Source: an optimization exercise on an open RTL-to-GDS flow (aim: a short achievable clock period and few clock cycles). Production flows keep margins and buffers that such runs may drop.
In this exercise RTL edits were held to simulation tests only and were not proved equivalent to the original.
Power and IR drop assume default switching activity.

== the baseline ==
// ARMProcessor
module ARMProcessor(
	input clk,
	input reset,
	output[31:0] pc,
	input[31:0] inst,
	input nIRQ,
	output[3:0] be,
	output[31:0] memaddr,
	output memwrite,
	output memread,
	output[31:0] writedata,
	input[31:0] readdata
	);
For scale: about 7400 cells after synthesis, ~170 I/O pins, about 64000 um2 of cells after synthesis.
Settings: LEC_CHECK=0, CAP_MARGIN=20, CORE_MARGIN=2, CORE_UTILIZATION=45, SLEW_MARGIN=20, SYNTH_HIERARCHICAL=1; clock period 9.0 ns.
standard.sh (not shown) runs the stock make flow with config.mk's settings and CLKGATE_MAP_FILE= SYNTH_SCRIPT=/design/flow/synth_recipe.tcl, a recipe that flattens the netlist after the stock synthesis.
==> flow/flow/run.sh <==
#!/bin/bash
set -euo pipefail
bash standard.sh SETUP_SLACK_MARGIN=5.5 finish > standard.log 2>&1
Every stage of the flow completed for the baseline, and the final layout passed the timing, design-rule and antenna checks.
Testbench counts of the baseline, summed over its fixed seeds: cycles 36,525.
Input-level comparison between the candidate and the baseline:
--- a/flow/design.v
+++ b/flow/design.v
@@ -294,12 +294,23 @@
 	wire cCMP = (cmd == 4'b1010);
 	wire useRn = (isDP & (cADD | cSUB | cCMP)) | isLS;
 	wire useRm = (isDP & ~inst[25] & (cADD | cSUB | cMOV | cCMP)) | (isLS & inst[25]);
 	wire useRd = isLS & ~inst[20];
 	assign sH = ldEx & ~block & ((useRn & rn == rdE) | (useRm & rm == rdE) | (useRd & rd == rdE));
 endmodule
+module EarlyCtl(
+	input  Z, vE, eqE, neE,
+	input  pcAluE, pcBrE, ldE, ldpcE, shortE, ftE,
+	input  ldpcM, pendM,
+	output early
+	);
+	wire condE = ~((eqE & ~Z) | (neE & Z));
+	wire exE = vE & condE;
+	assign early = ldpcM | pendM | (exE & (pcAluE | pcBrE | (ldE & ldpcE) | (shortE & ~ftE))) |
+	               (vE & ~condE & ftE);
+endmodule
 module ARMProcessor(
 	input clk,
 	input reset,
 	output[31:0] pc,
 	input[31:0] inst,
 	input nIRQ,
@@ -423,13 +434,16 @@
 	wire shortB = (inst[23:7] == 17'h1ffff) | (inst[23:7] == 17'h0);
 	wire jmpF = isDP & inst[25] & (rd == 4'd15) & (cMOV | (cADD & rn == 4'd15));
 	wire invF = (isDP & (cSUB | cCMP)) | (isLS & ~inst[23]);
 	wire movF = isDP & cMOV;
 	wire regB = ~isB & (isDP ? ~inst[25] : inst[25]);    
 	wire killF = ldpcM | pendM | fixTake | fixFall | redirE | ldpcEx | stallF;
-	wire early = ldpcM | pendM | fixTake | fixFall | redirE | ldpcEx;
+	wire early;
+	EarlyCtl _ec(.Z(Z), .vE(vE), .eqE(eqE), .neE(neE), .pcAluE(pcAluE), .pcBrE(pcBrE),
+		.ldE(ldE), .ldpcE(ldpcE), .shortE(shortE), .ftE(ftE), .ldpcM(ldpcM), .pendM(pendM),
+		.early(early));
 	wire sB, sJ;
 	wire bc0, bc1, bcp, jc0, jc1, jcp;
 	BrCtl _bc(.inst(inst), .b0(bc0), .b1(bc1), .bp(bcp), .j0(jc0), .j1(jc1), .jp(jcp));
 	BrSel _bs(.b0(bc0), .b1(bc1), .bp(bcp), .j0(jc0), .j1(jc1), .jp(jcp), .Z(Z), .cmpInE(cmpInE),
 		.sB(sB), .sJ(sJ));
 	wire [31:0] pcRest, pcNext, pcNext2;
==> results.txt <==
- Re final sequential cell count: no difference whatsoever between the baseline and the candidate.
- [the candidate vs the baseline] fraction of area in non-clock buffers: lower in the candidate
- Comparing the candidate and the baseline, the lower count of buffers added by post-CTS timing repair for setup was measured on the candidate.
- Clock-buffer cell count: the candidate > the baseline
- Against the baseline as the reference, the candidate delivers a higher largest voltage drop on the vdd net.
- The baseline ended up with sky130_fd_sc_hd__o221ai_1 as its slowest cell on the critical path; the candidate ended up with sky130_fd_sc_hd__o32a_1.
- In the flow results for the candidate and the baseline, the timing-limited maximum frequency is smaller on the candidate.
- Looking at fraction of the cycle the final worst path needs, the candidate sits 0.16 points higher than the baseline does.
- The candidate vs the baseline on switching power share of the total: the candidate is the lower one.
- Compared with the baseline, the candidate shows half-perimeter wire length after detailed placement higher by about 0.9%.
Testbench counts of the candidate, summed over its fixed seeds: cycles 36,525.

-- static timing again, ports no longer ideal --
The flow's constraints put no driver on any port. The routed layouts listed below were extracted and timed again, unchanged, in two steps. Step 1 (the two cells are an assumption about what drives the block):
set clk [get_ports {clk}]
set_driving_cell -lib_cell sky130_fd_sc_hd__clkbuf_16 $clk
set_driving_cell -lib_cell sky130_fd_sc_hd__buf_2 [delete_from_list [all_inputs] $clk]
Step 2 adds t to the input delays and takes it off the output delays; t is the mean of the earliest and latest rising clock arrival at the registers after step 1. Input paths then give back, and output paths get back, about the clock's delay inside the block. Slacks: ideal / step 1 / step 2; pairs: ideal / step 1.
run | t, ns | setup slack, ns | worst hold slack (ns) | worst setup path after step 2 | pins driven straight from the clock port
the baseline | 0.839 | 5.375 / 5.337 / 4.499 | 0.346 / 0.346 / 0.346 | input to register | 1
the candidate | 0.835 | 5.361 / 5.307 / 4.472 | 0.381 / 0.381 / 0.381 | input to register | 1
After both steps every run listed still meets setup and hold. The setup slack of the candidate, which loses most, moves by -0.054 ns with the drivers and by -0.889 ns with both steps.
